Source: an optimization exercise on an open RTL-to-GDS flow (aim: small area, a short achievable clock period and few clock cycles per item). Production flows keep margins and buffers that such runs may drop. No run shown here included a check of the RTL's function; only the layout flow was run. No activity file was given, so power comes from the tool's default toggle rates.

==> flow/design.v (outline; a module is shown in full before it is edited, if it fits) <==
// module fpm: 1056 lines
// module fpm_fa: 4 lines
// module fpm_han: 4 lines
module fpm(
  input clk,
  input rst,
  input [31:0] number_in,
  input number_a_valid,
  output number_a_ready,
  input number_b_valid,
  output number_b_ready,
  output [31:0] number_out,
  output result_valid
);
  // ...
==> flow/flow/run.sh <==
#!/bin/bash
set -euo pipefail
bash standard.sh SETUP_SLACK_MARGIN=5.5 BUFFER_PORTS_ARGS=-buffer_cell\ sky130_fd_sc_hd__buf_2 CTS_ARGS=-sink_clustering_enable\ -repair_clock_nets\ -dont_use_dummy_load\ -buf_list\ sky130_fd_sc_hd__clkbuf_8\ -sink_clustering_size\ 25 finish > standard.log 2>&1
==> flow/standard.sh <==
#!/bin/bash
# synth_recipe.tcl (not shown) runs the flow's synth.tcl, then flattens the netlist and writes it again
# the make line also repeats each setting of config.mk as NAME=value (left out here)
make -C /OpenROAD-flow-scripts/flow DESIGN_CONFIG=/design/flow/config.mk WORK_HOME=/design/flow/orfs CLKGATE_MAP_FILE= SYNTH_SCRIPT=/design/flow/synth_recipe.tcl "${@:-finish}"
==> flow/config.mk <==
export PLATFORM = sky130hd
export DESIGN_NAME = fpm
export DESIGN_NICKNAME = fpm
export VERILOG_FILES = /design/flow/design.v
export SDC_FILE = /design/flow/constraint.sdc
export NUM_CORES = 4
export LEC_CHECK = 0
export CAP_MARGIN = 20
export CORE_MARGIN = 2
export CORE_UTILIZATION = 40
export SETUP_SLACK_MARGIN = 5
export SLEW_MARGIN = 20
export SYNTH_HIERARCHICAL = 1
==> flow/constraint.sdc <==
create_clock -name core_clock -period 9.0 [get_ports {clk}]
set_input_delay 1.8000 -clock core_clock [delete_from_list [all_inputs] [get_ports {clk}]]
set_output_delay 1.8000 -clock core_clock [all_outputs]
set_load 0.01 [all_outputs]
==> results by group, run 1 <==
Layout
  – Register area: 5890 um^2
  – # diodes: 0
  – Commonest cells after routing, fill and taps aside: 455 x nand2_1, 271 x fa_1, 167 x dfxtp_1
  – Seq area share: 25.7%
  – Final #Nets: 2620
  – Post-route insts no fill: 2892

Logic synthesis
  – Most frequent cell after synthesis: nand2_1
  – Simple-Gate Fraction of Synth Area: 18.2%
  – Compound-cell area share of the yosys netlist: 9.43%
  – Post-synthesis sequential area ratio: 29.1%

Clock tree
  – Htree depth: 2
  – Clock latency (worst-skew pair): 580 ps

Power
  – Sw Ratio: 47.1%
  – Cell Pwr Density: 445 nW/um^2
  – Leak: 9.20 nW

Setup path
  – CP required: 9210 ps
  – CP startpoint: number_in[23]
  – Reg2reg end: sig[22]
  – Critical path peak fanout: 27
  – Startpoint Class: input port
  – R2R Setup Slk: 5590 ps

Global routing
  – Total global routing overflow: 0
  – Largest net degree at the start of global routing: 44

Placed design
  – Placer congestion estimate: 0.880
  – Place WS: 4400 ps
  – Port bufs: 70

Drt
  – Drt via density: 5.39
  – Post-Route WL: 56.0 mm
  – Max Used Layer: met4
  – DRT antenna net count: 0
  – Met3 wire len: 3.53 mm

Timing
  – Final worst slack: 5570 ps

Worst hold path
  – Hold crit path type: reg2reg
  – Hold endpoint: out[31]

Die
  – Die Ht: 229 um
  – Starting Density: 40.4%

Outcome
  – Outcome: complete, no violations
==> module fpm, before the edit <==
module fpm(
  input clk,
  input rst,
  input [31:0] number_in,
  input number_a_valid,
  output number_a_ready,
  input number_b_valid,
  output number_b_ready,
  output [31:0] number_out,
  output result_valid
);
  reg phase;             
  reg nrm_a;             
  reg vx, vy, vz, vw;    
  reg slow;              
  reg rv;
  reg ar_q, br_q;        
  reg [31:0] ra, rb;
  reg        hb;         
  reg [4:0]  k;          
  reg [12:0] mm;         
  reg [36:0] tsn, tcn;   
  reg        c13, stlo;  
  reg [9:0]  s1_e;       
  reg        s1_s, s1_nan, s1_inf, s1_zero, s1_slow;
  reg [25:0] sig;        
  reg [9:0]  e;          
  reg        le0;        
  reg        s2_s, s2_nan, s2_inf, s2_zero;
  reg [31:0] out;
  wire [7:0] ea = ra[30:23];
  wire [7:0] eb = rb[30:23];
  wire ha = |ea;
  wire hb_e = |eb;
  wire [23:0] ma = {ha, ra[22:0]};
  wire [23:0] mb = {hb, rb[22:0]};
  wire fa0 = ~|ra[22:0];
  wire fb0 = ~|rb[22:0];
  wire a_zero = ~ha & fa0;
  wire b_zero = ~hb_e & fb0;
  wire a_max = &ea;
  wire b_max = &eb;
  wire a_nan = a_max & ~fa0;
  wire b_nan = b_max & ~fb0;
  wire a_inf = a_max & fa0;
  wire b_inf = b_max & fb0;
  wire [7:0] ein = number_in[30:23];
  wire in_f0 = ~|number_in[22:0];
  wire in_sub = ~|ein & ~in_f0;
  wire in_spec = (~|ein & in_f0) | &ein;
  wire a_sub = ~ha & ~fa0;
  wire a_spec = a_zero | a_max;
  wire go_a = a_sub & ~in_sub & ~in_spec;
  wire go_b = in_sub & ~a_sub & ~a_spec;
  wire normalising = nrm_a;
  wire vx_next;
  wire a_fire = number_a_valid & ar_q;
  wire b_fire = number_b_valid & br_q;
  wire swap = b_fire & go_b;
  assign number_a_ready = ar_q;
  assign number_b_ready = br_q;
  assign result_valid = rv;
  assign number_out = out;
  assign vx_next = rst & ((b_fire & ~go_a & ~go_b) | (nrm_a & ra[22]));
  wire [23:0] acc_s = ~tsn[36:13] & {24{~vx}};
  wire [23:0] acc_c = ~tcn[36:13] & {24{~vx}};
  wire [36:0] tree_sn, tree_cn;
  wire t1 = ~(mb[0] & mm[0]);
  wire t2 = ~(acc_s[0]);
  wire t3 = ~(acc_c[0]);
  wire t4 = ~(mb[1] & mm[0]);
  wire t5 = ~(mb[0] & mm[1]);
  wire t6 = ~(acc_s[1]);
  wire t7 = ~(acc_c[1]);
  wire t8 = ~(mb[2] & mm[0]);
  wire t9 = ~(mb[1] & mm[1]);
  wire t10 = ~(mb[0] & mm[2]);
  wire t11 = ~(acc_s[2]);
  wire t12 = ~(acc_c[2]);
  wire t13 = ~(mb[3] & mm[0]);
  wire t14 = ~(mb[2] & mm[1]);
  wire t15 = ~(mb[1] & mm[2]);
  wire t16 = ~(mb[0] & mm[3]);
  wire t17 = ~(acc_s[3]);
  wire t18 = ~(acc_c[3]);
  wire t19 = ~(mb[4] & mm[0]);
  wire t20 = ~(mb[3] & mm[1]);
  wire t21 = ~(mb[2] & mm[2]);
  wire t22 = ~(mb[1] & mm[3]);
  wire t23 = ~(mb[0] & mm[4]);
  wire t24 = ~(acc_s[4]);
  wire t25 = ~(acc_c[4]);
  wire t26 = ~(mb[5] & mm[0]);
  wire t27 = ~(mb[4] & mm[1]);
  wire t28 = ~(mb[3] & mm[2]);
  wire t29 = ~(mb[2] & mm[3]);
  wire t30 = ~(mb[1] & mm[4]);
  wire t31 = ~(mb[0] & mm[5]);
  wire t32 = ~(acc_s[5]);
  wire t33 = ~(acc_c[5]);
  wire t34 = ~(mb[6] & mm[0]);
  wire t35 = ~(mb[5] & mm[1]);
  wire t36 = ~(mb[4] & mm[2]);
  wire t37 = ~(mb[3] & mm[3]);
  wire t38 = ~(mb[2] & mm[4]);
  wire t39 = ~(mb[1] & mm[5]);
  wire t40 = ~(mb[0] & mm[6]);
  wire t41 = ~(acc_s[6]);
  wire t42 = ~(acc_c[6]);
  wire t43 = ~(mb[7] & mm[0]);
  wire t44 = ~(mb[6] & mm[1]);
  wire t45 = ~(mb[5] & mm[2]);
  wire t46 = ~(mb[4] & mm[3]);
  wire t47 = ~(mb[3] & mm[4]);
  wire t48 = ~(mb[2] & mm[5]);
  wire t49 = ~(mb[1] & mm[6]);
  wire t50 = ~(mb[0] & mm[7]);
  wire t51 = ~(acc_s[7]);
  wire t52 = ~(acc_c[7]);
  wire t53 = ~(mb[8] & mm[0]);
  wire t54 = ~(mb[7] & mm[1]);
  wire t55 = ~(mb[6] & mm[2]);
  wire t56 = ~(mb[5] & mm[3]);
  wire t57 = ~(mb[4] & mm[4]);
  wire t58 = ~(mb[3] & mm[5]);
  wire t59 = ~(mb[2] & mm[6]);
  wire t60 = ~(mb[1] & mm[7]);
  wire t61 = ~(mb[0] & mm[8]);
  wire t62 = ~(acc_s[8]);
  wire t63 = ~(acc_c[8]);
  wire t64 = ~(mb[9] & mm[0]);
  wire t65 = ~(mb[8] & mm[1]);
  wire t66 = ~(mb[7] & mm[2]);
  wire t67 = ~(mb[6] & mm[3]);
  wire t68 = ~(mb[5] & mm[4]);
  wire t69 = ~(mb[4] & mm[5]);
  wire t70 = ~(mb[3] & mm[6]);
  wire t71 = ~(mb[2] & mm[7]);
  wire t72 = ~(mb[1] & mm[8]);
  wire t73 = ~(mb[0] & mm[9]);
  wire t74 = ~(acc_s[9]);
  wire t75 = ~(acc_c[9]);
  wire t76 = ~(mb[10] & mm[0]);
  wire t77 = ~(mb[9] & mm[1]);
  wire t78 = ~(mb[8] & mm[2]);
  wire t79 = ~(mb[7] & mm[3]);
  wire t80 = ~(mb[6] & mm[4]);
  wire t81 = ~(mb[5] & mm[5]);
  wire t82 = ~(mb[4] & mm[6]);
  wire t83 = ~(mb[3] & mm[7]);
  wire t84 = ~(mb[2] & mm[8]);
  wire t85 = ~(mb[1] & mm[9]);
  wire t86 = ~(mb[0] & mm[10]);
  wire t87 = ~(acc_s[10]);
  wire t88 = ~(acc_c[10]);
  wire t89 = ~((mb[0] & mm[11]) | (acc_s[11]));
  wire t90 = ~(mb[11] & mm[0]);
  wire t91 = ~(mb[10] & mm[1]);
  wire t92 = ~(mb[9] & mm[2]);
  wire t93 = ~(mb[8] & mm[3]);
  wire t94 = ~(mb[7] & mm[4]);
  wire t95 = ~(mb[6] & mm[5]);
  wire t96 = ~(mb[5] & mm[6]);
  wire t97 = ~(mb[4] & mm[7]);
  wire t98 = ~(mb[3] & mm[8]);
  wire t99 = ~(mb[2] & mm[9]);
  wire t100 = ~(mb[1] & mm[10]);
  wire t101 = ~(acc_c[11]);
  wire t102 = ~((mb[1] & mm[11]) | (acc_s[12]));
  wire t103 = ~((mb[0] & mm[12]) | (acc_c[12]));
  wire t104 = ~(mb[12] & mm[0]);
  wire t105 = ~(mb[11] & mm[1]);
  wire t106 = ~(mb[10] & mm[2]);
  wire t107 = ~(mb[9] & mm[3]);
  wire t108 = ~(mb[8] & mm[4]);
  wire t109 = ~(mb[7] & mm[5]);
  wire t110 = ~(mb[6] & mm[6]);
  wire t111 = ~(mb[5] & mm[7]);
  wire t112 = ~(mb[4] & mm[8]);
  wire t113 = ~(mb[3] & mm[9]);
  wire t114 = ~(mb[2] & mm[10]);
  wire t115 = ~((mb[2] & mm[11]) | (acc_s[13]));
  wire t116 = ~((mb[1] & mm[12]) | (acc_c[13]));
  wire t117 = ~(mb[13] & mm[0]);
  wire t118 = ~(mb[12] & mm[1]);
  wire t119 = ~(mb[11] & mm[2]);
  wire t120 = ~(mb[10] & mm[3]);
  wire t121 = ~(mb[9] & mm[4]);
  wire t122 = ~(mb[8] & mm[5]);
  wire t123 = ~(mb[7] & mm[6]);
  wire t124 = ~(mb[6] & mm[7]);
  wire t125 = ~(mb[5] & mm[8]);
  wire t126 = ~(mb[4] & mm[9]);
  wire t127 = ~(mb[3] & mm[10]);
  wire t128 = ~((mb[3] & mm[11]) | (acc_s[14]));
  wire t129 = ~((mb[2] & mm[12]) | (acc_c[14]));
  wire t130 = ~(mb[14] & mm[0]);
  wire t131 = ~(mb[13] & mm[1]);
  wire t132 = ~(mb[12] & mm[2]);
  wire t133 = ~(mb[11] & mm[3]);
  wire t134 = ~(mb[10] & mm[4]);
  wire t135 = ~(mb[9] & mm[5]);
  wire t136 = ~(mb[8] & mm[6]);
  wire t137 = ~(mb[7] & mm[7]);
  wire t138 = ~(mb[6] & mm[8]);
  wire t139 = ~(mb[5] & mm[9]);
  wire t140 = ~(mb[4] & mm[10]);
  wire t141 = ~((mb[4] & mm[11]) | (acc_s[15]));
  wire t142 = ~((mb[3] & mm[12]) | (acc_c[15]));
  wire t143 = ~(mb[15] & mm[0]);
  wire t144 = ~(mb[14] & mm[1]);
  wire t145 = ~(mb[13] & mm[2]);
  wire t146 = ~(mb[12] & mm[3]);
  wire t147 = ~(mb[11] & mm[4]);
  wire t148 = ~(mb[10] & mm[5]);
  wire t149 = ~(mb[9] & mm[6]);
  wire t150 = ~(mb[8] & mm[7]);
  wire t151 = ~(mb[7] & mm[8]);
  wire t152 = ~(mb[6] & mm[9]);
  wire t153 = ~(mb[5] & mm[10]);
  wire t154 = ~((mb[5] & mm[11]) | (acc_s[16]));
  wire t155 = ~((mb[4] & mm[12]) | (acc_c[16]));
  wire t156 = ~(mb[16] & mm[0]);
  wire t157 = ~(mb[15] & mm[1]);
  wire t158 = ~(mb[14] & mm[2]);
  wire t159 = ~(mb[13] & mm[3]);
  wire t160 = ~(mb[12] & mm[4]);
  wire t161 = ~(mb[11] & mm[5]);
  wire t162 = ~(mb[10] & mm[6]);
  wire t163 = ~(mb[9] & mm[7]);
  wire t164 = ~(mb[8] & mm[8]);
  wire t165 = ~(mb[7] & mm[9]);
  wire t166 = ~(mb[6] & mm[10]);
  wire t167 = ~((mb[6] & mm[11]) | (acc_s[17]));
  wire t168 = ~((mb[5] & mm[12]) | (acc_c[17]));
  wire t169 = ~(mb[17] & mm[0]);
  wire t170 = ~(mb[16] & mm[1]);
  wire t171 = ~(mb[15] & mm[2]);
  wire t172 = ~(mb[14] & mm[3]);
  wire t173 = ~(mb[13] & mm[4]);
  wire t174 = ~(mb[12] & mm[5]);
  wire t175 = ~(mb[11] & mm[6]);
  wire t176 = ~(mb[10] & mm[7]);
  wire t177 = ~(mb[9] & mm[8]);
  wire t178 = ~(mb[8] & mm[9]);
  wire t179 = ~(mb[7] & mm[10]);
  wire t180 = ~((mb[7] & mm[11]) | (acc_s[18]));
  wire t181 = ~((mb[6] & mm[12]) | (acc_c[18]));
  wire t182 = ~(mb[18] & mm[0]);
  wire t183 = ~(mb[17] & mm[1]);
  wire t184 = ~(mb[16] & mm[2]);
  wire t185 = ~(mb[15] & mm[3]);
  wire t186 = ~(mb[14] & mm[4]);
  wire t187 = ~(mb[13] & mm[5]);
  wire t188 = ~(mb[12] & mm[6]);
  wire t189 = ~(mb[11] & mm[7]);
  wire t190 = ~(mb[10] & mm[8]);
  wire t191 = ~(mb[9] & mm[9]);
  wire t192 = ~(mb[8] & mm[10]);
  wire t193 = ~((mb[8] & mm[11]) | (acc_s[19]));
  wire t194 = ~((mb[7] & mm[12]) | (acc_c[19]));
  wire t195 = ~(mb[19] & mm[0]);
  wire t196 = ~(mb[18] & mm[1]);
  wire t197 = ~(mb[17] & mm[2]);
  wire t198 = ~(mb[16] & mm[3]);
  wire t199 = ~(mb[15] & mm[4]);
  wire t200 = ~(mb[14] & mm[5]);
  wire t201 = ~(mb[13] & mm[6]);
  wire t202 = ~(mb[12] & mm[7]);
  wire t203 = ~(mb[11] & mm[8]);
  wire t204 = ~(mb[10] & mm[9]);
  wire t205 = ~(mb[9] & mm[10]);
  wire t206 = ~((mb[9] & mm[11]) | (acc_s[20]));
  wire t207 = ~((mb[8] & mm[12]) | (acc_c[20]));
  wire t208 = ~(mb[20] & mm[0]);
  wire t209 = ~(mb[19] & mm[1]);
  wire t210 = ~(mb[18] & mm[2]);
  wire t211 = ~(mb[17] & mm[3]);
  wire t212 = ~(mb[16] & mm[4]);
  wire t213 = ~(mb[15] & mm[5]);
  wire t214 = ~(mb[14] & mm[6]);
  wire t215 = ~(mb[13] & mm[7]);
  wire t216 = ~(mb[12] & mm[8]);
  wire t217 = ~(mb[11] & mm[9]);
  wire t218 = ~(mb[10] & mm[10]);
  wire t219 = ~((mb[10] & mm[11]) | (acc_s[21]));
  wire t220 = ~((mb[9] & mm[12]) | (acc_c[21]));
  wire t221 = ~(mb[21] & mm[0]);
  wire t222 = ~(mb[20] & mm[1]);
  wire t223 = ~(mb[19] & mm[2]);
  wire t224 = ~(mb[18] & mm[3]);
  wire t225 = ~(mb[17] & mm[4]);
  wire t226 = ~(mb[16] & mm[5]);
  wire t227 = ~(mb[15] & mm[6]);
  wire t228 = ~(mb[14] & mm[7]);
  wire t229 = ~(mb[13] & mm[8]);
  wire t230 = ~(mb[12] & mm[9]);
  wire t231 = ~(mb[11] & mm[10]);
  wire t232 = ~((mb[11] & mm[11]) | (acc_s[22]));
  wire t233 = ~((mb[10] & mm[12]) | (acc_c[22]));
  wire t234 = ~(mb[22] & mm[0]);
  wire t235 = ~(mb[21] & mm[1]);
  wire t236 = ~(mb[20] & mm[2]);
  wire t237 = ~(mb[19] & mm[3]);
  wire t238 = ~(mb[18] & mm[4]);
  wire t239 = ~(mb[17] & mm[5]);
  wire t240 = ~(mb[16] & mm[6]);
  wire t241 = ~(mb[15] & mm[7]);
  wire t242 = ~(mb[14] & mm[8]);
  wire t243 = ~(mb[13] & mm[9]);
  wire t244 = ~(mb[12] & mm[10]);
  wire t245 = ~((mb[12] & mm[11]) | (acc_s[23]));
  wire t246 = ~((mb[11] & mm[12]) | (acc_c[23]));
  wire t247 = ~(mb[23] & mm[0]);
  wire t248 = ~(mb[22] & mm[1]);
  wire t249 = ~(mb[21] & mm[2]);
  wire t250 = ~(mb[20] & mm[3]);
  wire t251 = ~(mb[19] & mm[4]);
  wire t252 = ~(mb[18] & mm[5]);
  wire t253 = ~(mb[17] & mm[6]);
  wire t254 = ~(mb[16] & mm[7]);
  wire t255 = ~(mb[15] & mm[8]);
  wire t256 = ~(mb[14] & mm[9]);
  wire t257 = ~(mb[13] & mm[10]);
  wire t258 = ~(mb[23] & mm[1]);
  wire t259 = ~(mb[22] & mm[2]);
  wire t260 = ~(mb[21] & mm[3]);
  wire t261 = ~(mb[20] & mm[4]);
  wire t262 = ~(mb[19] & mm[5]);
  wire t263 = ~(mb[18] & mm[6]);
  wire t264 = ~(mb[17] & mm[7]);
  wire t265 = ~(mb[16] & mm[8]);
  wire t266 = ~(mb[15] & mm[9]);
  wire t267 = ~(mb[14] & mm[10]);
  wire t268 = ~(mb[13] & mm[11]);
  wire t269 = ~(mb[12] & mm[12]);
  wire t270 = ~(mb[23] & mm[2]);
  wire t271 = ~(mb[22] & mm[3]);
  wire t272 = ~(mb[21] & mm[4]);
  wire t273 = ~(mb[20] & mm[5]);
  wire t274 = ~(mb[19] & mm[6]);
  wire t275 = ~(mb[18] & mm[7]);
  wire t276 = ~(mb[17] & mm[8]);
  wire t277 = ~(mb[16] & mm[9]);
  wire t278 = ~(mb[15] & mm[10]);
  wire t279 = ~(mb[14] & mm[11]);
  wire t280 = ~(mb[13] & mm[12]);
  wire t281 = ~(mb[23] & mm[3]);
  wire t282 = ~(mb[22] & mm[4]);
  wire t283 = ~(mb[21] & mm[5]);
  wire t284 = ~(mb[20] & mm[6]);
  wire t285 = ~(mb[19] & mm[7]);
  wire t286 = ~(mb[18] & mm[8]);
  wire t287 = ~(mb[17] & mm[9]);
  wire t288 = ~(mb[16] & mm[10]);
  wire t289 = ~(mb[15] & mm[11]);
  wire t290 = ~(mb[14] & mm[12]);
  wire t291 = ~(mb[23] & mm[4]);
  wire t292 = ~(mb[22] & mm[5]);
  wire t293 = ~(mb[21] & mm[6]);
  wire t294 = ~(mb[20] & mm[7]);
  wire t295 = ~(mb[19] & mm[8]);
  wire t296 = ~(mb[18] & mm[9]);
  wire t297 = ~(mb[17] & mm[10]);
  wire t298 = ~(mb[16] & mm[11]);
  wire t299 = ~(mb[15] & mm[12]);
  wire t300 = ~(mb[23] & mm[5]);
  wire t301 = ~(mb[22] & mm[6]);
  wire t302 = ~(mb[21] & mm[7]);
  wire t303 = ~(mb[20] & mm[8]);
  wire t304 = ~(mb[19] & mm[9]);
  wire t305 = ~(mb[18] & mm[10]);
  wire t306 = ~(mb[17] & mm[11]);
  wire t307 = ~(mb[16] & mm[12]);
  wire t308 = ~(mb[23] & mm[6]);
  wire t309 = ~(mb[22] & mm[7]);
  wire t310 = ~(mb[21] & mm[8]);
  wire t311 = ~(mb[20] & mm[9]);
  wire t312 = ~(mb[19] & mm[10]);
  wire t313 = ~(mb[18] & mm[11]);
  wire t314 = ~(mb[17] & mm[12]);
  wire t315 = ~(mb[23] & mm[7]);
  wire t316 = ~(mb[22] & mm[8]);
  wire t317 = ~(mb[21] & mm[9]);
  wire t318 = ~(mb[20] & mm[10]);
  wire t319 = ~(mb[19] & mm[11]);
  wire t320 = ~(mb[18] & mm[12]);
  wire t321 = ~(mb[23] & mm[8]);
  wire t322 = ~(mb[22] & mm[9]);
  wire t323 = ~(mb[21] & mm[10]);
  wire t324 = ~(mb[20] & mm[11]);
  wire t325 = ~(mb[19] & mm[12]);
  wire t326 = ~(mb[23] & mm[9]);
  wire t327 = ~(mb[22] & mm[10]);
  wire t328 = ~(mb[21] & mm[11]);
  wire t329 = ~(mb[20] & mm[12]);
  wire t330 = ~(mb[23] & mm[10]);
  wire t331 = ~(mb[22] & mm[11]);
  wire t332 = ~(mb[21] & mm[12]);
  wire t333 = ~(mb[23] & mm[11]);
  wire t334 = ~(mb[22] & mm[12]);
  wire t335 = ~(mb[23] & mm[12]);
  wire t336, t337;
  fpm_han u_t336 (.an(t43), .bn(t44), .sn(t336), .con(t337));
  wire t338, t339;
  fpm_fa u_t338 (.a(t53), .b(t54), .c(t55), .s(t338), .co(t339));
  wire t340, t341;
  fpm_han u_t340 (.an(t56), .bn(t57), .sn(t340), .con(t341));
  wire t342, t343;
  fpm_fa u_t342 (.a(t64), .b(t65), .c(t66), .s(t342), .co(t343));
  wire t344, t345;
  fpm_fa u_t344 (.a(t67), .b(t68), .c(t69), .s(t344), .co(t345));
  wire t346, t347;
  fpm_han u_t346 (.an(t70), .bn(t71), .sn(t346), .con(t347));
  wire t348, t349;
  fpm_fa u_t348 (.a(t76), .b(t77), .c(t78), .s(t348), .co(t349));
  wire t350, t351;
  fpm_fa u_t350 (.a(t79), .b(t80), .c(t81), .s(t350), .co(t351));
  wire t352, t353;
  fpm_fa u_t352 (.a(t82), .b(t83), .c(t84), .s(t352), .co(t353));
  wire t354, t355;
  fpm_han u_t354 (.an(t85), .bn(t86), .sn(t354), .con(t355));
  wire t356, t357;
  fpm_fa u_t356 (.a(t89), .b(t90), .c(t91), .s(t356), .co(t357));
  wire t358, t359;
  fpm_fa u_t358 (.a(t92), .b(t93), .c(t94), .s(t358), .co(t359));
  wire t360, t361;
  fpm_fa u_t360 (.a(t95), .b(t96), .c(t97), .s(t360), .co(t361));
  wire t362, t363;
  fpm_fa u_t362 (.a(t98), .b(t99), .c(t100), .s(t362), .co(t363));
  wire t364, t365;
  fpm_fa u_t364 (.a(t102), .b(t103), .c(t104), .s(t364), .co(t365));
  wire t366, t367;
  fpm_fa u_t366 (.a(t105), .b(t106), .c(t107), .s(t366), .co(t367));
  wire t368, t369;
  fpm_fa u_t368 (.a(t108), .b(t109), .c(t110), .s(t368), .co(t369));
  wire t370, t371;
  fpm_fa u_t370 (.a(t111), .b(t112), .c(t113), .s(t370), .co(t371));
  wire t372, t373;
  fpm_fa u_t372 (.a(t115), .b(t116), .c(t117), .s(t372), .co(t373));
  wire t374, t375;
  fpm_fa u_t374 (.a(t118), .b(t119), .c(t120), .s(t374), .co(t375));
  wire t376, t377;
  fpm_fa u_t376 (.a(t121), .b(t122), .c(t123), .s(t376), .co(t377));
  wire t378, t379;
  fpm_fa u_t378 (.a(t124), .b(t125), .c(t126), .s(t378), .co(t379));
  wire t380, t381;
  fpm_fa u_t380 (.a(t128), .b(t129), .c(t130), .s(t380), .co(t381));
  wire t382, t383;
  fpm_fa u_t382 (.a(t131), .b(t132), .c(t133), .s(t382), .co(t383));
  wire t384, t385;
  fpm_fa u_t384 (.a(t134), .b(t135), .c(t136), .s(t384), .co(t385));
  wire t386, t387;
  fpm_fa u_t386 (.a(t137), .b(t138), .c(t139), .s(t386), .co(t387));
  wire t388, t389;
  fpm_fa u_t388 (.a(t141), .b(t142), .c(t143), .s(t388), .co(t389));
  wire t390, t391;
  fpm_fa u_t390 (.a(t144), .b(t145), .c(t146), .s(t390), .co(t391));
  wire t392, t393;
  fpm_fa u_t392 (.a(t147), .b(t148), .c(t149), .s(t392), .co(t393));
  wire t394, t395;
  fpm_fa u_t394 (.a(t150), .b(t151), .c(t152), .s(t394), .co(t395));
  wire t396, t397;
  fpm_fa u_t396 (.a(t154), .b(t155), .c(t156), .s(t396), .co(t397));
  wire t398, t399;
  fpm_fa u_t398 (.a(t157), .b(t158), .c(t159), .s(t398), .co(t399));
  wire t400, t401;
  fpm_fa u_t400 (.a(t160), .b(t161), .c(t162), .s(t400), .co(t401));
  wire t402, t403;
  fpm_fa u_t402 (.a(t163), .b(t164), .c(t165), .s(t402), .co(t403));
  wire t404, t405;
  fpm_fa u_t404 (.a(t167), .b(t168), .c(t169), .s(t404), .co(t405));
  wire t406, t407;
  fpm_fa u_t406 (.a(t170), .b(t171), .c(t172), .s(t406), .co(t407));
  wire t408, t409;
  fpm_fa u_t408 (.a(t173), .b(t174), .c(t175), .s(t408), .co(t409));
  wire t410, t411;
  fpm_fa u_t410 (.a(t176), .b(t177), .c(t178), .s(t410), .co(t411));
  wire t412, t413;
  fpm_fa u_t412 (.a(t180), .b(t181), .c(t182), .s(t412), .co(t413));
  wire t414, t415;
  fpm_fa u_t414 (.a(t183), .b(t184), .c(t185), .s(t414), .co(t415));
  wire t416, t417;
  fpm_fa u_t416 (.a(t186), .b(t187), .c(t188), .s(t416), .co(t417));
  wire t418, t419;
  fpm_fa u_t418 (.a(t189), .b(t190), .c(t191), .s(t418), .co(t419));
  wire t420, t421;
  fpm_fa u_t420 (.a(t193), .b(t194), .c(t195), .s(t420), .co(t421));
  wire t422, t423;
  fpm_fa u_t422 (.a(t196), .b(t197), .c(t198), .s(t422), .co(t423));
  wire t424, t425;
  fpm_fa u_t424 (.a(t199), .b(t200), .c(t201), .s(t424), .co(t425));
  wire t426, t427;
  fpm_fa u_t426 (.a(t202), .b(t203), .c(t204), .s(t426), .co(t427));
  wire t428, t429;
  fpm_fa u_t428 (.a(t206), .b(t207), .c(t208), .s(t428), .co(t429));
  wire t430, t431;
  fpm_fa u_t430 (.a(t209), .b(t210), .c(t211), .s(t430), .co(t431));
  wire t432, t433;
  fpm_fa u_t432 (.a(t212), .b(t213), .c(t214), .s(t432), .co(t433));
  wire t434, t435;
  fpm_fa u_t434 (.a(t215), .b(t216), .c(t217), .s(t434), .co(t435));
  wire t436, t437;
  fpm_fa u_t436 (.a(t219), .b(t220), .c(t221), .s(t436), .co(t437));
  wire t438, t439;
  fpm_fa u_t438 (.a(t222), .b(t223), .c(t224), .s(t438), .co(t439));
  wire t440, t441;
  fpm_fa u_t440 (.a(t225), .b(t226), .c(t227), .s(t440), .co(t441));
  wire t442, t443;
  fpm_fa u_t442 (.a(t228), .b(t229), .c(t230), .s(t442), .co(t443));
  wire t444, t445;
  fpm_fa u_t444 (.a(t232), .b(t233), .c(t234), .s(t444), .co(t445));
  wire t446, t447;
  fpm_fa u_t446 (.a(t235), .b(t236), .c(t237), .s(t446), .co(t447));
  wire t448, t449;
  fpm_fa u_t448 (.a(t238), .b(t239), .c(t240), .s(t448), .co(t449));
  wire t450, t451;
  fpm_fa u_t450 (.a(t241), .b(t242), .c(t243), .s(t450), .co(t451));
  wire t452, t453;
  fpm_fa u_t452 (.a(t245), .b(t246), .c(t247), .s(t452), .co(t453));
  wire t454, t455;
  fpm_fa u_t454 (.a(t248), .b(t249), .c(t250), .s(t454), .co(t455));
  wire t456, t457;
  fpm_fa u_t456 (.a(t251), .b(t252), .c(t253), .s(t456), .co(t457));
  wire t458, t459;
  fpm_fa u_t458 (.a(t254), .b(t255), .c(t256), .s(t458), .co(t459));
  wire t460, t461;
  fpm_fa u_t460 (.a(t258), .b(t259), .c(t260), .s(t460), .co(t461));
  wire t462, t463;
  fpm_fa u_t462 (.a(t261), .b(t262), .c(t263), .s(t462), .co(t463));
  wire t464, t465;
  fpm_fa u_t464 (.a(t264), .b(t265), .c(t266), .s(t464), .co(t465));
  wire t466, t467;
  fpm_han u_t466 (.an(t267), .bn(t268), .sn(t466), .con(t467));
  wire t468, t469;
  fpm_fa u_t468 (.a(t270), .b(t271), .c(t272), .s(t468), .co(t469));
  wire t470, t471;
  fpm_fa u_t470 (.a(t273), .b(t274), .c(t275), .s(t470), .co(t471));
  wire t472, t473;
  fpm_fa u_t472 (.a(t276), .b(t277), .c(t278), .s(t472), .co(t473));
  wire t474, t475;
  fpm_fa u_t474 (.a(t281), .b(t282), .c(t283), .s(t474), .co(t475));
  wire t476, t477;
  fpm_fa u_t476 (.a(t284), .b(t285), .c(t286), .s(t476), .co(t477));
  wire t478, t479;
  fpm_fa u_t478 (.a(t291), .b(t292), .c(t293), .s(t478), .co(t479));
  wire t480, t481;
  fpm_han u_t480 (.an(t19), .bn(t20), .sn(t480), .con(t481));
  wire t482, t483;
  fpm_fa u_t482 (.a(t26), .b(t27), .c(t28), .s(t482), .co(t483));
  wire t484, t485;
  fpm_han u_t484 (.an(t29), .bn(t30), .sn(t484), .con(t485));
  wire t486, t487;
  fpm_fa u_t486 (.a(t34), .b(t35), .c(t36), .s(t486), .co(t487));
  wire t488, t489;
  fpm_fa u_t488 (.a(t37), .b(t38), .c(t39), .s(t488), .co(t489));
  wire t490, t491;
  fpm_han u_t490 (.an(t40), .bn(t41), .sn(t490), .con(t491));
  wire t492, t493;
  fpm_fa u_t492 (.a(t336), .b(t45), .c(t46), .s(t492), .co(t493));
  wire t494, t495;
  fpm_fa u_t494 (.a(t47), .b(t48), .c(t49), .s(t494), .co(t495));
  wire t496, t497;
  fpm_fa u_t496 (.a(t50), .b(t51), .c(t52), .s(t496), .co(t497));
  wire t498, t499;
  fpm_fa u_t498 (.a(t337), .b(t338), .c(t340), .s(t498), .co(t499));
  wire t500, t501;
  fpm_fa u_t500 (.a(t58), .b(t59), .c(t60), .s(t500), .co(t501));
  wire t502, t503;
  fpm_fa u_t502 (.a(t61), .b(t62), .c(t63), .s(t502), .co(t503));
  wire t504, t505;
  fpm_fa u_t504 (.a(t339), .b(t341), .c(t342), .s(t504), .co(t505));
  wire t506, t507;
  fpm_fa u_t506 (.a(t344), .b(t346), .c(t72), .s(t506), .co(t507));
  wire t508, t509;
  fpm_fa u_t508 (.a(t73), .b(t74), .c(t75), .s(t508), .co(t509));
  wire t510, t511;
  fpm_fa u_t510 (.a(t343), .b(t345), .c(t347), .s(t510), .co(t511));
  wire t512, t513;
  fpm_fa u_t512 (.a(t348), .b(t350), .c(t352), .s(t512), .co(t513));
  wire t514, t515;
  fpm_fa u_t514 (.a(t354), .b(t87), .c(t88), .s(t514), .co(t515));
  wire t516, t517;
  fpm_fa u_t516 (.a(t349), .b(t351), .c(t353), .s(t516), .co(t517));
  wire t518, t519;
  fpm_fa u_t518 (.a(t355), .b(t356), .c(t358), .s(t518), .co(t519));
  wire t520, t521;
  fpm_fa u_t520 (.a(t360), .b(t362), .c(t101), .s(t520), .co(t521));
  wire t522, t523;
  fpm_fa u_t522 (.a(t357), .b(t359), .c(t361), .s(t522), .co(t523));
  wire t524, t525;
  fpm_fa u_t524 (.a(t363), .b(t364), .c(t366), .s(t524), .co(t525));
  wire t526, t527;
  fpm_fa u_t526 (.a(t368), .b(t370), .c(t114), .s(t526), .co(t527));
  wire t528, t529;
  fpm_fa u_t528 (.a(t365), .b(t367), .c(t369), .s(t528), .co(t529));
  wire t530, t531;
  fpm_fa u_t530 (.a(t371), .b(t372), .c(t374), .s(t530), .co(t531));
  wire t532, t533;
  fpm_fa u_t532 (.a(t376), .b(t378), .c(t127), .s(t532), .co(t533));
  wire t534, t535;
  fpm_fa u_t534 (.a(t373), .b(t375), .c(t377), .s(t534), .co(t535));
  wire t536, t537;
  fpm_fa u_t536 (.a(t379), .b(t380), .c(t382), .s(t536), .co(t537));
  wire t538, t539;
  fpm_fa u_t538 (.a(t384), .b(t386), .c(t140), .s(t538), .co(t539));
  wire t540, t541;
  fpm_fa u_t540 (.a(t381), .b(t383), .c(t385), .s(t540), .co(t541));
  wire t542, t543;
  fpm_fa u_t542 (.a(t387), .b(t388), .c(t390), .s(t542), .co(t543));
  wire t544, t545;
  fpm_fa u_t544 (.a(t392), .b(t394), .c(t153), .s(t544), .co(t545));
  wire t546, t547;
  fpm_fa u_t546 (.a(t389), .b(t391), .c(t393), .s(t546), .co(t547));
  wire t548, t549;
  fpm_fa u_t548 (.a(t395), .b(t396), .c(t398), .s(t548), .co(t549));
  wire t550, t551;
  fpm_fa u_t550 (.a(t400), .b(t402), .c(t166), .s(t550), .co(t551));
  wire t552, t553;
  fpm_fa u_t552 (.a(t397), .b(t399), .c(t401), .s(t552), .co(t553));
  wire t554, t555;
  fpm_fa u_t554 (.a(t403), .b(t404), .c(t406), .s(t554), .co(t555));
  wire t556, t557;
  fpm_fa u_t556 (.a(t408), .b(t410), .c(t179), .s(t556), .co(t557));
  wire t558, t559;
  fpm_fa u_t558 (.a(t405), .b(t407), .c(t409), .s(t558), .co(t559));
  wire t560, t561;
  fpm_fa u_t560 (.a(t411), .b(t412), .c(t414), .s(t560), .co(t561));
  wire t562, t563;
  fpm_fa u_t562 (.a(t416), .b(t418), .c(t192), .s(t562), .co(t563));
  wire t564, t565;
  fpm_fa u_t564 (.a(t413), .b(t415), .c(t417), .s(t564), .co(t565));
  wire t566, t567;
  fpm_fa u_t566 (.a(t419), .b(t420), .c(t422), .s(t566), .co(t567));
  wire t568, t569;
  fpm_fa u_t568 (.a(t424), .b(t426), .c(t205), .s(t568), .co(t569));
  wire t570, t571;
  fpm_fa u_t570 (.a(t421), .b(t423), .c(t425), .s(t570), .co(t571));
  wire t572, t573;
  fpm_fa u_t572 (.a(t427), .b(t428), .c(t430), .s(t572), .co(t573));
  wire t574, t575;
  fpm_fa u_t574 (.a(t432), .b(t434), .c(t218), .s(t574), .co(t575));
  wire t576, t577;
  fpm_fa u_t576 (.a(t429), .b(t431), .c(t433), .s(t576), .co(t577));
  wire t578, t579;
  fpm_fa u_t578 (.a(t435), .b(t436), .c(t438), .s(t578), .co(t579));
  wire t580, t581;
  fpm_fa u_t580 (.a(t440), .b(t442), .c(t231), .s(t580), .co(t581));
  wire t582, t583;
  fpm_fa u_t582 (.a(t437), .b(t439), .c(t441), .s(t582), .co(t583));
  wire t584, t585;
  fpm_fa u_t584 (.a(t443), .b(t444), .c(t446), .s(t584), .co(t585));
  wire t586, t587;
  fpm_fa u_t586 (.a(t448), .b(t450), .c(t244), .s(t586), .co(t587));
  wire t588, t589;
  fpm_fa u_t588 (.a(t445), .b(t447), .c(t449), .s(t588), .co(t589));
  wire t590, t591;
  fpm_fa u_t590 (.a(t451), .b(t452), .c(t454), .s(t590), .co(t591));
  wire t592, t593;
  fpm_fa u_t592 (.a(t456), .b(t458), .c(t257), .s(t592), .co(t593));
  wire t594, t595;
  fpm_fa u_t594 (.a(t453), .b(t455), .c(t457), .s(t594), .co(t595));
  wire t596, t597;
  fpm_fa u_t596 (.a(t459), .b(t460), .c(t462), .s(t596), .co(t597));
  wire t598, t599;
  fpm_fa u_t598 (.a(t464), .b(t466), .c(t269), .s(t598), .co(t599));
  wire t600, t601;
  fpm_fa u_t600 (.a(t461), .b(t463), .c(t465), .s(t600), .co(t601));
  wire t602, t603;
  fpm_fa u_t602 (.a(t467), .b(t468), .c(t470), .s(t602), .co(t603));
  wire t604, t605;
  fpm_fa u_t604 (.a(t472), .b(t279), .c(t280), .s(t604), .co(t605));
  wire t606, t607;
  fpm_fa u_t606 (.a(t469), .b(t471), .c(t473), .s(t606), .co(t607));
  wire t608, t609;
  fpm_fa u_t608 (.a(t474), .b(t476), .c(t287), .s(t608), .co(t609));
  wire t610, t611;
  fpm_fa u_t610 (.a(t288), .b(t289), .c(t290), .s(t610), .co(t611));
  wire t612, t613;
  fpm_fa u_t612 (.a(t475), .b(t477), .c(t478), .s(t612), .co(t613));
  wire t614, t615;
  fpm_fa u_t614 (.a(t294), .b(t295), .c(t296), .s(t614), .co(t615));
  wire t616, t617;
  fpm_fa u_t616 (.a(t297), .b(t298), .c(t299), .s(t616), .co(t617));
  wire t618, t619;
  fpm_fa u_t618 (.a(t479), .b(t300), .c(t301), .s(t618), .co(t619));
  wire t620, t621;
  fpm_fa u_t620 (.a(t302), .b(t303), .c(t304), .s(t620), .co(t621));
  wire t622, t623;
  fpm_fa u_t622 (.a(t305), .b(t306), .c(t307), .s(t622), .co(t623));
  wire t624, t625;
  fpm_fa u_t624 (.a(t308), .b(t309), .c(t310), .s(t624), .co(t625));
  wire t626, t627;
  fpm_fa u_t626 (.a(t311), .b(t312), .c(t313), .s(t626), .co(t627));
  wire t628, t629;
  fpm_fa u_t628 (.a(t315), .b(t316), .c(t317), .s(t628), .co(t629));
  wire t630, t631;
  fpm_han u_t630 (.an(t8), .bn(t9), .sn(t630), .con(t631));
  wire t632, t633;
  fpm_fa u_t632 (.a(t13), .b(t14), .c(t15), .s(t632), .co(t633));
  wire t634, t635;
  fpm_han u_t634 (.an(t16), .bn(t17), .sn(t634), .con(t635));
  wire t636, t637;
  fpm_fa u_t636 (.a(t480), .b(t21), .c(t22), .s(t636), .co(t637));
  wire t638, t639;
  fpm_fa u_t638 (.a(t23), .b(t24), .c(t25), .s(t638), .co(t639));
  wire t640, t641;
  fpm_fa u_t640 (.a(t481), .b(t482), .c(t484), .s(t640), .co(t641));
  wire t642, t643;
  fpm_fa u_t642 (.a(t31), .b(t32), .c(t33), .s(t642), .co(t643));
  wire t644, t645;
  fpm_fa u_t644 (.a(t483), .b(t485), .c(t486), .s(t644), .co(t645));
  wire t646, t647;
  fpm_fa u_t646 (.a(t488), .b(t490), .c(t42), .s(t646), .co(t647));
  wire t648, t649;
  fpm_fa u_t648 (.a(t487), .b(t489), .c(t491), .s(t648), .co(t649));
  wire t650, t651;
  fpm_fa u_t650 (.a(t492), .b(t494), .c(t496), .s(t650), .co(t651));
  wire t652, t653;
  fpm_fa u_t652 (.a(t493), .b(t495), .c(t497), .s(t652), .co(t653));
  wire t654, t655;
  fpm_fa u_t654 (.a(t498), .b(t500), .c(t502), .s(t654), .co(t655));
  wire t656, t657;
  fpm_fa u_t656 (.a(t499), .b(t501), .c(t503), .s(t656), .co(t657));
  wire t658, t659;
  fpm_fa u_t658 (.a(t504), .b(t506), .c(t508), .s(t658), .co(t659));
  wire t660, t661;
  fpm_fa u_t660 (.a(t505), .b(t507), .c(t509), .s(t660), .co(t661));
  wire t662, t663;
  fpm_fa u_t662 (.a(t510), .b(t512), .c(t514), .s(t662), .co(t663));
  wire t664, t665;
  fpm_fa u_t664 (.a(t511), .b(t513), .c(t515), .s(t664), .co(t665));
  wire t666, t667;
  fpm_fa u_t666 (.a(t516), .b(t518), .c(t520), .s(t666), .co(t667));
  wire t668, t669;
  fpm_fa u_t668 (.a(t517), .b(t519), .c(t521), .s(t668), .co(t669));
  wire t670, t671;
  fpm_fa u_t670 (.a(t522), .b(t524), .c(t526), .s(t670), .co(t671));
  wire t672, t673;
  fpm_fa u_t672 (.a(t523), .b(t525), .c(t527), .s(t672), .co(t673));
  wire t674, t675;
  fpm_fa u_t674 (.a(t528), .b(t530), .c(t532), .s(t674), .co(t675));
  wire t676, t677;
  fpm_fa u_t676 (.a(t529), .b(t531), .c(t533), .s(t676), .co(t677));
  wire t678, t679;
  fpm_fa u_t678 (.a(t534), .b(t536), .c(t538), .s(t678), .co(t679));
  wire t680, t681;
  fpm_fa u_t680 (.a(t535), .b(t537), .c(t539), .s(t680), .co(t681));
  wire t682, t683;
  fpm_fa u_t682 (.a(t540), .b(t542), .c(t544), .s(t682), .co(t683));
  wire t684, t685;
  fpm_fa u_t684 (.a(t541), .b(t543), .c(t545), .s(t684), .co(t685));
  wire t686, t687;
  fpm_fa u_t686 (.a(t546), .b(t548), .c(t550), .s(t686), .co(t687));
  wire t688, t689;
  fpm_fa u_t688 (.a(t547), .b(t549), .c(t551), .s(t688), .co(t689));
  wire t690, t691;
  fpm_fa u_t690 (.a(t552), .b(t554), .c(t556), .s(t690), .co(t691));
  wire t692, t693;
  fpm_fa u_t692 (.a(t553), .b(t555), .c(t557), .s(t692), .co(t693));
  wire t694, t695;
  fpm_fa u_t694 (.a(t558), .b(t560), .c(t562), .s(t694), .co(t695));
  wire t696, t697;
  fpm_fa u_t696 (.a(t559), .b(t561), .c(t563), .s(t696), .co(t697));
  wire t698, t699;
  fpm_fa u_t698 (.a(t564), .b(t566), .c(t568), .s(t698), .co(t699));
  wire t700, t701;
  fpm_fa u_t700 (.a(t565), .b(t567), .c(t569), .s(t700), .co(t701));
  wire t702, t703;
  fpm_fa u_t702 (.a(t570), .b(t572), .c(t574), .s(t702), .co(t703));
  wire t704, t705;
  fpm_fa u_t704 (.a(t571), .b(t573), .c(t575), .s(t704), .co(t705));
  wire t706, t707;
  fpm_fa u_t706 (.a(t576), .b(t578), .c(t580), .s(t706), .co(t707));
  wire t708, t709;
  fpm_fa u_t708 (.a(t577), .b(t579), .c(t581), .s(t708), .co(t709));
  wire t710, t711;
  fpm_fa u_t710 (.a(t582), .b(t584), .c(t586), .s(t710), .co(t711));
  wire t712, t713;
  fpm_fa u_t712 (.a(t583), .b(t585), .c(t587), .s(t712), .co(t713));
  wire t714, t715;
  fpm_fa u_t714 (.a(t588), .b(t590), .c(t592), .s(t714), .co(t715));
  wire t716, t717;
  fpm_fa u_t716 (.a(t589), .b(t591), .c(t593), .s(t716), .co(t717));
  wire t718, t719;
  fpm_fa u_t718 (.a(t594), .b(t596), .c(t598), .s(t718), .co(t719));
  wire t720, t721;
  fpm_fa u_t720 (.a(t595), .b(t597), .c(t599), .s(t720), .co(t721));
  wire t722, t723;
  fpm_fa u_t722 (.a(t600), .b(t602), .c(t604), .s(t722), .co(t723));
  wire t724, t725;
  fpm_fa u_t724 (.a(t601), .b(t603), .c(t605), .s(t724), .co(t725));
  wire t726, t727;
  fpm_fa u_t726 (.a(t606), .b(t608), .c(t610), .s(t726), .co(t727));
  wire t728, t729;
  fpm_fa u_t728 (.a(t607), .b(t609), .c(t611), .s(t728), .co(t729));
  wire t730, t731;
  fpm_fa u_t730 (.a(t612), .b(t614), .c(t616), .s(t730), .co(t731));
  wire t732, t733;
  fpm_fa u_t732 (.a(t613), .b(t615), .c(t617), .s(t732), .co(t733));
  wire t734, t735;
  fpm_fa u_t734 (.a(t618), .b(t620), .c(t622), .s(t734), .co(t735));
  wire t736, t737;
  fpm_fa u_t736 (.a(t619), .b(t621), .c(t623), .s(t736), .co(t737));
  wire t738, t739;
  fpm_fa u_t738 (.a(t624), .b(t626), .c(t314), .s(t738), .co(t739));
  wire t740, t741;
  fpm_fa u_t740 (.a(t625), .b(t627), .c(t628), .s(t740), .co(t741));
  wire t742, t743;
  fpm_fa u_t742 (.a(t318), .b(t319), .c(t320), .s(t742), .co(t743));
  wire t744, t745;
  fpm_fa u_t744 (.a(t629), .b(t321), .c(t322), .s(t744), .co(t745));
  wire t746, t747;
  fpm_fa u_t746 (.a(t323), .b(t324), .c(t325), .s(t746), .co(t747));
  wire t748, t749;
  fpm_fa u_t748 (.a(t326), .b(t327), .c(t328), .s(t748), .co(t749));
  wire t750, t751;
  fpm_han u_t750 (.an(t4), .bn(t5), .sn(t750), .con(t751));
  wire t752, t753;
  fpm_fa u_t752 (.a(t630), .b(t10), .c(t11), .s(t752), .co(t753));
  wire t754, t755;
  fpm_fa u_t754 (.a(t631), .b(t632), .c(t634), .s(t754), .co(t755));
  wire t756, t757;
  fpm_fa u_t756 (.a(t633), .b(t635), .c(t636), .s(t756), .co(t757));
  wire t758, t759;
  fpm_fa u_t758 (.a(t637), .b(t639), .c(t640), .s(t758), .co(t759));
  wire t760, t761;
  fpm_fa u_t760 (.a(t641), .b(t643), .c(t644), .s(t760), .co(t761));
  wire t762, t763;
  fpm_fa u_t762 (.a(t645), .b(t647), .c(t648), .s(t762), .co(t763));
  wire t764, t765;
  fpm_fa u_t764 (.a(t649), .b(t651), .c(t652), .s(t764), .co(t765));
  wire t766, t767;
  fpm_fa u_t766 (.a(t653), .b(t655), .c(t656), .s(t766), .co(t767));
  wire t768, t769;
  fpm_fa u_t768 (.a(t657), .b(t659), .c(t660), .s(t768), .co(t769));
  wire t770, t771;
  fpm_fa u_t770 (.a(t661), .b(t663), .c(t664), .s(t770), .co(t771));
  wire t772, t773;
  fpm_fa u_t772 (.a(t665), .b(t667), .c(t668), .s(t772), .co(t773));
  wire t774, t775;
  fpm_fa u_t774 (.a(t669), .b(t671), .c(t672), .s(t774), .co(t775));
  wire t776, t777;
  fpm_fa u_t776 (.a(t673), .b(t675), .c(t676), .s(t776), .co(t777));
  wire t778, t779;
  fpm_fa u_t778 (.a(t677), .b(t679), .c(t680), .s(t778), .co(t779));
  wire t780, t781;
  fpm_fa u_t780 (.a(t681), .b(t683), .c(t684), .s(t780), .co(t781));
  wire t782, t783;
  fpm_fa u_t782 (.a(t685), .b(t687), .c(t688), .s(t782), .co(t783));
  wire t784, t785;
  fpm_fa u_t784 (.a(t689), .b(t691), .c(t692), .s(t784), .co(t785));
  wire t786, t787;
  fpm_fa u_t786 (.a(t693), .b(t695), .c(t696), .s(t786), .co(t787));
  wire t788, t789;
  fpm_fa u_t788 (.a(t697), .b(t699), .c(t700), .s(t788), .co(t789));
  wire t790, t791;
  fpm_fa u_t790 (.a(t701), .b(t703), .c(t704), .s(t790), .co(t791));
  wire t792, t793;
  fpm_fa u_t792 (.a(t705), .b(t707), .c(t708), .s(t792), .co(t793));
  wire t794, t795;
  fpm_fa u_t794 (.a(t709), .b(t711), .c(t712), .s(t794), .co(t795));
  wire t796, t797;
  fpm_fa u_t796 (.a(t713), .b(t715), .c(t716), .s(t796), .co(t797));
  wire t798, t799;
  fpm_fa u_t798 (.a(t717), .b(t719), .c(t720), .s(t798), .co(t799));
  wire t800, t801;
  fpm_fa u_t800 (.a(t721), .b(t723), .c(t724), .s(t800), .co(t801));
  wire t802, t803;
  fpm_fa u_t802 (.a(t725), .b(t727), .c(t728), .s(t802), .co(t803));
  wire t804, t805;
  fpm_fa u_t804 (.a(t729), .b(t731), .c(t732), .s(t804), .co(t805));
  wire t806, t807;
  fpm_fa u_t806 (.a(t733), .b(t735), .c(t736), .s(t806), .co(t807));
  wire t808, t809;
  fpm_fa u_t808 (.a(t737), .b(t739), .c(t740), .s(t808), .co(t809));
  wire t810, t811;
  fpm_fa u_t810 (.a(t741), .b(t743), .c(t744), .s(t810), .co(t811));
  wire t812, t813;
  fpm_fa u_t812 (.a(t745), .b(t747), .c(t748), .s(t812), .co(t813));
  wire t814, t815;
  fpm_fa u_t814 (.a(t749), .b(t330), .c(t331), .s(t814), .co(t815));
  wire t816, t817;
  fpm_han u_t816 (.an(t1), .bn(t2), .sn(t816), .con(t817));
  wire t818, t819;
  fpm_fa u_t818 (.a(t750), .b(t6), .c(t7), .s(t818), .co(t819));
  wire t820, t821;
  fpm_fa u_t820 (.a(t751), .b(t752), .c(t12), .s(t820), .co(t821));
  wire t822, t823;
  fpm_fa u_t822 (.a(t753), .b(t754), .c(t18), .s(t822), .co(t823));
  wire t824, t825;
  fpm_fa u_t824 (.a(t755), .b(t756), .c(t638), .s(t824), .co(t825));
  wire t826, t827;
  fpm_fa u_t826 (.a(t757), .b(t758), .c(t642), .s(t826), .co(t827));
  wire t828, t829;
  fpm_fa u_t828 (.a(t759), .b(t760), .c(t646), .s(t828), .co(t829));
  wire t830, t831;
  fpm_fa u_t830 (.a(t761), .b(t762), .c(t650), .s(t830), .co(t831));
  wire t832, t833;
  fpm_fa u_t832 (.a(t763), .b(t764), .c(t654), .s(t832), .co(t833));
  wire t834, t835;
  fpm_fa u_t834 (.a(t765), .b(t766), .c(t658), .s(t834), .co(t835));
  wire t836, t837;
  fpm_fa u_t836 (.a(t767), .b(t768), .c(t662), .s(t836), .co(t837));
  wire t838, t839;
  fpm_fa u_t838 (.a(t769), .b(t770), .c(t666), .s(t838), .co(t839));
  wire t840, t841;
  fpm_fa u_t840 (.a(t771), .b(t772), .c(t670), .s(t840), .co(t841));
  wire t842, t843;
  fpm_fa u_t842 (.a(t773), .b(t774), .c(t674), .s(t842), .co(t843));
  wire t844, t845;
  fpm_fa u_t844 (.a(t775), .b(t776), .c(t678), .s(t844), .co(t845));
  wire t846, t847;
  fpm_fa u_t846 (.a(t777), .b(t778), .c(t682), .s(t846), .co(t847));
  wire t848, t849;
  fpm_fa u_t848 (.a(t779), .b(t780), .c(t686), .s(t848), .co(t849));
  wire t850, t851;
  fpm_fa u_t850 (.a(t781), .b(t782), .c(t690), .s(t850), .co(t851));
  wire t852, t853;
  fpm_fa u_t852 (.a(t783), .b(t784), .c(t694), .s(t852), .co(t853));
  wire t854, t855;
  fpm_fa u_t854 (.a(t785), .b(t786), .c(t698), .s(t854), .co(t855));
  wire t856, t857;
  fpm_fa u_t856 (.a(t787), .b(t788), .c(t702), .s(t856), .co(t857));
  wire t858, t859;
  fpm_fa u_t858 (.a(t789), .b(t790), .c(t706), .s(t858), .co(t859));
  wire t860, t861;
  fpm_fa u_t860 (.a(t791), .b(t792), .c(t710), .s(t860), .co(t861));
  wire t862, t863;
  fpm_fa u_t862 (.a(t793), .b(t794), .c(t714), .s(t862), .co(t863));
  wire t864, t865;
  fpm_fa u_t864 (.a(t795), .b(t796), .c(t718), .s(t864), .co(t865));
  wire t866, t867;
  fpm_fa u_t866 (.a(t797), .b(t798), .c(t722), .s(t866), .co(t867));
  wire t868, t869;
  fpm_fa u_t868 (.a(t799), .b(t800), .c(t726), .s(t868), .co(t869));
  wire t870, t871;
  fpm_fa u_t870 (.a(t801), .b(t802), .c(t730), .s(t870), .co(t871));
  wire t872, t873;
  fpm_fa u_t872 (.a(t803), .b(t804), .c(t734), .s(t872), .co(t873));
  wire t874, t875;
  fpm_fa u_t874 (.a(t805), .b(t806), .c(t738), .s(t874), .co(t875));
  wire t876, t877;
  fpm_fa u_t876 (.a(t807), .b(t808), .c(t742), .s(t876), .co(t877));
  wire t878, t879;
  fpm_fa u_t878 (.a(t809), .b(t810), .c(t746), .s(t878), .co(t879));
  wire t880, t881;
  fpm_fa u_t880 (.a(t811), .b(t812), .c(t329), .s(t880), .co(t881));
  wire t882, t883;
  fpm_fa u_t882 (.a(t813), .b(t814), .c(t332), .s(t882), .co(t883));
  wire t884, t885;
  fpm_fa u_t884 (.a(t815), .b(t333), .c(t334), .s(t884), .co(t885));
  assign tree_sn = {1'b1, t885, t883, t881, t879, t877, t875, t873, t871, t869, t867, t865, t863, t861, t859, t857, t855, t853, t851, t849, t847, t845, t843, t841, t839, t837, t835, t833, t831, t829, t827, t825, t823, t821, t819, t817, t816};
  assign tree_cn = {1'b1, t335, t884, t882, t880, t878, t876, t874, t872, t870, t868, t866, t864, t862, t860, t858, t856, t854, t852, t850, t848, t846, t844, t842, t840, t838, t836, t834, t832, t830, t828, t826, t824, t822, t820, t818, t3};
  wire [9:0] ex = {2'b00, ea | {7'd0, ~ha}} + {2'b00, eb | {7'd0, ~hb_e}} - 10'd126 - {5'd0, k};
  wire x_nan = a_nan | b_nan | (a_inf & b_zero) | (b_inf & a_zero);
  wire x_inf = (a_inf | b_inf) & ~x_nan;
  wire x_zero = (a_zero | b_zero) & ~x_nan & ~x_inf;
  wire [13:0] lo = {1'b0, ~tsn[12:0]} + {1'b0, ~tcn[12:0]};
  wire [34:0] phn = tsn[34:0] + tcn[34:0] + {34'd0, ~c13};
  wire [34:0] ph = ~phn;   
  wire        p47 = ph[34];
  wire [25:0] sig_z = p47 ? {ph[34:10], stlo | |ph[9:0]} : {ph[33:9], stlo | |ph[8:0]};
  wire [9:0]  s1_em1 = s1_e - 10'd1;
  wire [9:0]  e_z = p47 ? s1_e : s1_em1;
  wire        le0_z = p47 ? (s1_e[9] | (s1_e == 10'd0)) : (s1_em1[9] | (s1_em1 == 10'd0));
  wire busy = vw & ~s2_nan & ~s2_inf & ~s2_zero & le0;
  wire [22:0] mant = sig[24:2];
  wire        inc  = sig[1] & (sig[0] | mant[0]);
  wire [9:0]  fe   = e & {10{sig[25]}};
  wire [32:0] rnd  = {fe, mant} + {32'd0, inc};
  wire        ovf  = rnd[32:23] >= 10'd255;
  wire [31:0] res_w = s2_nan  ? {s2_s, 31'h7fc00000} :
                      s2_zero ? {s2_s, 31'd0} :
                      (s2_inf | ovf) ? {s2_s, 8'hff, 23'd0} :
                      {s2_s, rnd[30:0]};
  wire phase_n = a_fire | (phase & ~b_fire);
  wire nrm_a_n = b_fire ? (go_a | go_b) : (nrm_a & ~ra[22]);
  wire [8:0] esum = {1'b0, ea | {7'd0, ~ha}} + {1'b0, eb | {7'd0, ~hb_e}};
  wire slow_set = vx & ((k != 5'd0) | (esum <= 9'd127));
  wire slow_n = slow_set | (slow & ~(vw & ~busy & ~vx & ~vy & ~vz & ~normalising));
  always @(posedge clk) begin
    if (ar_q | swap)
      ra <= number_in;
    else if (nrm_a) begin
      ra[22:0] <= {ra[21:0], 1'b0};
      if (ra[22]) ra[30:23] <= 8'd1;
    end
    if (swap)
      rb <= ra;
    else if (phase)
      rb <= number_in;
    if (swap)
      hb <= 1'b1;
    else if (phase)
      hb <= |ein;
    if (phase)
      k <= 5'd0;
    else if (normalising)
      k <= k + 5'd1;
    if (vx) begin
      s1_e <= ex;
      s1_s <= (ra[31] ^ rb[31]) & ~(a_nan | b_nan);
      s1_nan <= x_nan;
      s1_inf <= x_inf;
      s1_zero <= x_zero;
    end
    tsn <= tree_sn;
    tcn <= tree_cn;
    c13 <= lo[13];
    stlo <= |lo[12:0];
    if (vx)
      mm <= {2'b00, ma[23:13]};
    else if (nrm_a)
      mm <= {ra[11:0], 1'b0};
    else
      mm <= ra[12:0];
    if (!busy) begin
      sig <= sig_z;
      e <= e_z;
      le0 <= le0_z;
      s2_s <= s1_s;
    end else begin
      sig <= {1'b0, sig[25:2], sig[1] | sig[0]};
      e <= e + 10'd1;
      le0 <= e[9];
    end
    s2_nan <= s1_nan & ~busy;
    s2_inf <= s1_inf & ~busy;
    s2_zero <= s1_zero & ~busy;
    out <= res_w;
    if (rst == 0) begin
      phase <= 1'b0;
      nrm_a <= 1'b0;
      vx <= 1'b0;
      vy <= 1'b0;
      vz <= 1'b0;
      vw <= 1'b0;
      slow <= 1'b0;
      rv <= 1'b0;
      ar_q <= 1'b1;      
      br_q <= 1'b0;
    end else begin
      phase <= phase_n;
      nrm_a <= nrm_a_n;
      vx <= vx_next;
      vy <= vx;
      vz <= vy;
      vw <= vz | busy;
      rv <= vw & ~busy;
      slow <= slow_n;
      ar_q <= ~phase_n & ~nrm_a_n;
      br_q <= phase_n & ~slow_n;
    end
  end
endmodule
==> run 2: changes to the inputs <==
--- a/flow/design.v
+++ b/flow/design.v
@@ -977,8 +977,7 @@
                       {s2_s, rnd[30:0]};
   wire phase_n = a_fire | (phase & ~b_fire);
   wire nrm_a_n = b_fire ? (go_a | go_b) : (nrm_a & ~ra[22]);
-  wire [8:0] esum = {1'b0, ea | {7'd0, ~ha}} + {1'b0, eb | {7'd0, ~hb_e}};
-  wire slow_set = vx & ((k != 5'd0) | (esum <= 9'd127));
+  wire slow_set = vx & ((k != 5'd0) | ex[9] | (ex[9:1] == 9'd0));
   wire slow_n = slow_set | (slow & ~(vw & ~busy & ~vx & ~vy & ~vz & ~normalising));
   always @(posedge clk) begin
     if (ar_q | swap)
==> flow/flow/run.sh (replaced) <==
#!/bin/bash
set -euo pipefail
bash standard.sh SETUP_SLACK_MARGIN=5.5 "BUFFER_PORTS_ARGS=-buffer_cell sky130_fd_sc_hd__buf_2" "CTS_ARGS=-sink_clustering_enable -repair_clock_nets -dont_use_dummy_load -buf_list sky130_fd_sc_hd__clkbuf_8 -sink_clustering_size 25" finish > standard.log 2>&1
==> run 2 against run 1 <==
Total power down 1.8%. Count of clock-buffer cells in the layout up 3. Clock power up 4.1%. Clock skew up 25 ps. Die area up 0.33%. Flip-flop and latch count unchanged. Non-clock buffer count down 2. Area after synthesis up 0.34%. Largest cell class unchanged. Largest power group unchanged.
==> results by group, run 2 <==
Power
  – Cell Pwr Density: 439 nW/um^2 (was 445 nW/um^2)
  – Power Internal: 5.27 mW (was 5.40 mW)
  – Clock power frac: 8.9% (was 8.4%)
  – Leak: 9.02 nW (was 9.20 nW)
  – Sw Ratio: 47.4% (was 47.1%)

Global routing
  – Vias in the first global route: 16501 (was 16197)
  – Total global routing overflow: 0 (unchanged)
  – Initial antenna violation count: 0 (unchanged)
  – Largest net degree at the start of global routing: 61 (was 44)
  – GRT Total Usage: 21.4% (was 21.1%)

Setup path
  – Startpoint Class: register (was input port)
  – Element type at the critical path end: register (unchanged)
  – R2R Setup Slk: 5300 ps (was 5590 ps)
  – CP cell instances: or4_4 -> nor2_2 -> nor2_1 -> ha_2 -> fa_1 -> inv_1 -> ha_2 -> fa_2 -> a21o_1 -> a21oi_2 -> o21bai_1 -> a21oi_2 -> xnor2_2 -> o41ai_2 -> a21oi_2 -> and2_1 (was buf_2 -> nor4_2 -> nand2_1 -> nor2_1 -> o211ai_1 -> buf_4 -> or2_4 -> nand2b_2)
  – Slowest CP cell: or4_4 (was nand2b_2)
  – Critical path peak fanout: 2 (was 27)
  – Reg2reg path depth: 16 (was 14)
  – Crit Reg-Reg Startpoint: rb[23] (was c13)
  – Delay of the slowest critical-path stage: 550 ps (was 400 ps)
  – CP required: 9510 ps (was 9210 ps)
  – Worst Path Buf+Inv: 1 (was 2)
  – Reg2reg end: br_q (was sig[22])
  – Levels on crit path: 16 (was 8)

Layout
  – Area grow syn2layout: 12.5% (was 13.4%)
  – Register area: 5880 um^2 (was 5890 um^2)
  – # diodes: 0 (unchanged)
  – Commonest cells after routing, fill and taps aside: 446 x nand2_1, 265 x fa_1, 172 x dfxtp_1 (was 455 x nand2_1, 271 x fa_1, 167 x dfxtp_1)
  – Final #Nets: 2597 (was 2620)
  – Commonest non-fill, non-tap cell in the layout: nand2_1 (unchanged)
  – Post-route insts no fill: 2878 (was 2892)
  – Largest regs: tcn (36), tsn (36) (unchanged)
  – Fillers: 4799 (was 4807)
  – Share of cells above drive strength 1: 14.8% (about the same)

Placed design
  – Placer congestion estimate: 0.868 (was 0.880)
  – Inst Count DP: 2765 (was 2776)
  – Port bufs: 70 (unchanged)

Timing
  – Rel. slew slack: 26.6% (was 30.0%)
  – Fmax: 270 MHz (was 291 MHz)
  – Worst Tran Pin Value: 1100 ps (was 1050 ps)
  – Setup Total Neg Slack: 0 ps (unchanged)
  – Final period utilization: 41.1% (was 38.2%)

Logic synthesis
  – Post-synthesis sequential area ratio: 29.0% (was 29.1%)
  – Yosys warning count: 7 (unchanged)
  – Synth cell types: 75 (was 68)
  – Synth top area cells: fa_1 27%, dfxtp_1 17%, edfxtp_1 12% (unchanged)
  – FF+latch count, synth: 254 (unchanged)
  – Most frequent cell after synthesis: nand2_1 (unchanged)
  – Syn Area/Cell: 9.57 um^2 (was 9.53 um^2)
  – Mapped Cells: 2119 (was 2122)
  – Most frequent cells after synthesis: 448 x nand2_1, 272 x fa_1, 175 x dfxtp_1 (was 456 x nand2_1, 273 x fa_1, 175 x dfxtp_1)
  – Number of flops mapped to enable cells by yosys: 79 (unchanged)
  – Most used DFF post-synth: dfxtp_1 (unchanged)

Clock tree
  – Htree depth: 2 (unchanged)
  – Worst-path clk slew: 60 ps (about the same)
  – Clock latency (worst-skew pair): 630 ps (was 580 ps)
  – Root buffer cell: clkbuf_8 (unchanged)

Worst hold path
  – Hold depth: 0 (unchanged)
  – Hold crit path type: reg2reg (unchanged)
  – Hold endpoint: out[31] (unchanged)

Die
  – Starting Density: 40.5% (was 40.4%)
  – Cell row count: 82 (unchanged)
  – Ports: 71 (unchanged)
  – Die width: 229 um (about the same)
  – Die Ht: 229 um (about the same)
  – Core area: 50100 um^2 (unchanged)

Drt
  – DRT antenna net count: 0 (unchanged)
  – Drt first pass iters: 7 (was 5)
  – Drt via density: 5.46 (was 5.39)
  – Vias: 15720 (was 15574)
  – Post-Route WL: 55.7 mm (was 56.0 mm)

Outcome
  – Outcome: complete, no violations (unchanged)
==> run 2: cell types whose count changed after synthesis, moves of 9 or more <==
| cell | delta |
|---|---|
| a31oi_1 | +9 |
| inv_1 | -14 |
| xnor2_1 | +12 |
| nor2_2 | +10 |
| buf_2 | +11 |
| a21oi_1 | -14 |
| nor2_1 | -18 |
==> run 2: logic make-up (layout without fill, tap and decap cells) <==
family	after synthesis	after routing	synth area share (%)
fa+ha+maj	353	353	31.8
buf+inv	247	334	4.72
simple gates	843	843	19.1
xor+xnor	91	91	3.93
flops	254	254	29.0
mux	40	40	2.12
compound gates	291	291	9.36
==> run 2: Yosys stat by module (local to each module, per instance) <==
module	flip-flops and latches	copies in the design	cells inside	area [um^2]
fpm_fa	0	263	1	20.0
fpm	254	1	1796	14700
fpm_han	0	12	5	27.5
==> run 2: worst reg2reg max path, cell delays in order, from the launching register on <==
cell      delay [ps]
edfxtp_1         380
or4_4            550
nor2_2            90
nor2_1            50
ha_2             160
fa_1             480
inv_1             40
ha_2             180
fa_2             340
a21o_1           170
a21oi_2          150
o21bai_1         100
a21oi_2          210
xnor2_2          100
o41ai_2          270
a21oi_2          130
and2_1           170
==> run 2: area by class of cell <==
class,instances,area share [%]
well taps,672,3.69
clock buffers,46,2.78
inverters,133,2.19
multi-input cells,1618,59.9
repair buffers,155,5.69
flip-flops and latches,254,25.8
==> run 2: worst max path at each step <==
stage / endpoint / start / slack [ps]
final: br_q / rb[23] / 5300
after global placement: rb[26] / number_in[17] / 4680
after detailed placement: rb[20] / number_in[17] / 4700
after global routing: br_q / rb[23] / 5130
after floorplan: ra[10] / number_in[11] / 5480
after CTS: br_q / rb[23] / 5320
==> run 2: power groups by stage <==
stage / clock network (mW) / logic [mW] / registers [mW]
6_report: 0.892 / 7.09 / 2.04
5_1_grt: 0.969 / 8.03 / 2.08
4_1_cts: 0.921 / 6.98 / 2.03
3_5_place_dp: 0 / 6.82 / 2.09
3_3_place_gp: 0 / 6.63 / 2.09
2_1_floorplan: 0 / 5.09 / 1.91
==> run 2: repair_timing <==
item	4_1_cts	5_1_grt
endpoints found under the setup margin	123	92
buffers inserted	59	8
gates resized for setup	13	36
pin swaps	4	10
==> run 2: per-layer routing <==
layer / GRT usage (%) / share of wire, % / wire length (um) / vias up
li1: - / - / - / 7214
met1: 28.1 / 43 / 23800 / 7832
met2: 35.2 / 47 / 26300 / 568
met3: 4.18 / 7.2 / 4020 / 106
met4: 7.31 / 3.0 / 1650 / 0
met5: 0 / 0 / 0 / -
==> run 2: stage by stage <==
step / utilization, % / power, mW / setup WS [ps] / area (um^2) / hold slack, ps
3_5_place_dp: 42.4 / 8.92 / 4700 / 21300 / 339
3_3_place_gp: 42.4 / 8.72 / 4680 / 21300 / 334
2_1_floorplan: - / 7.00 / 5480 / 20400 / 323
5_1_grt: 45.6 / 11.1 / 5130 / 22800 / 367
4_1_cts: 45.1 / 9.93 / 5320 / 22600 / 352
6_report: 45.6 / 10.0 / 5300 / 22800 / 350

Check on run 2: ideal ports give 5.303 ns setup slack; a clkbuf_16 on the clock port and buf_2 on the inputs give 5.303 ns; moving port delays by the midpoint clock arrival (0.643 ns) as well gives 5.004 ns.
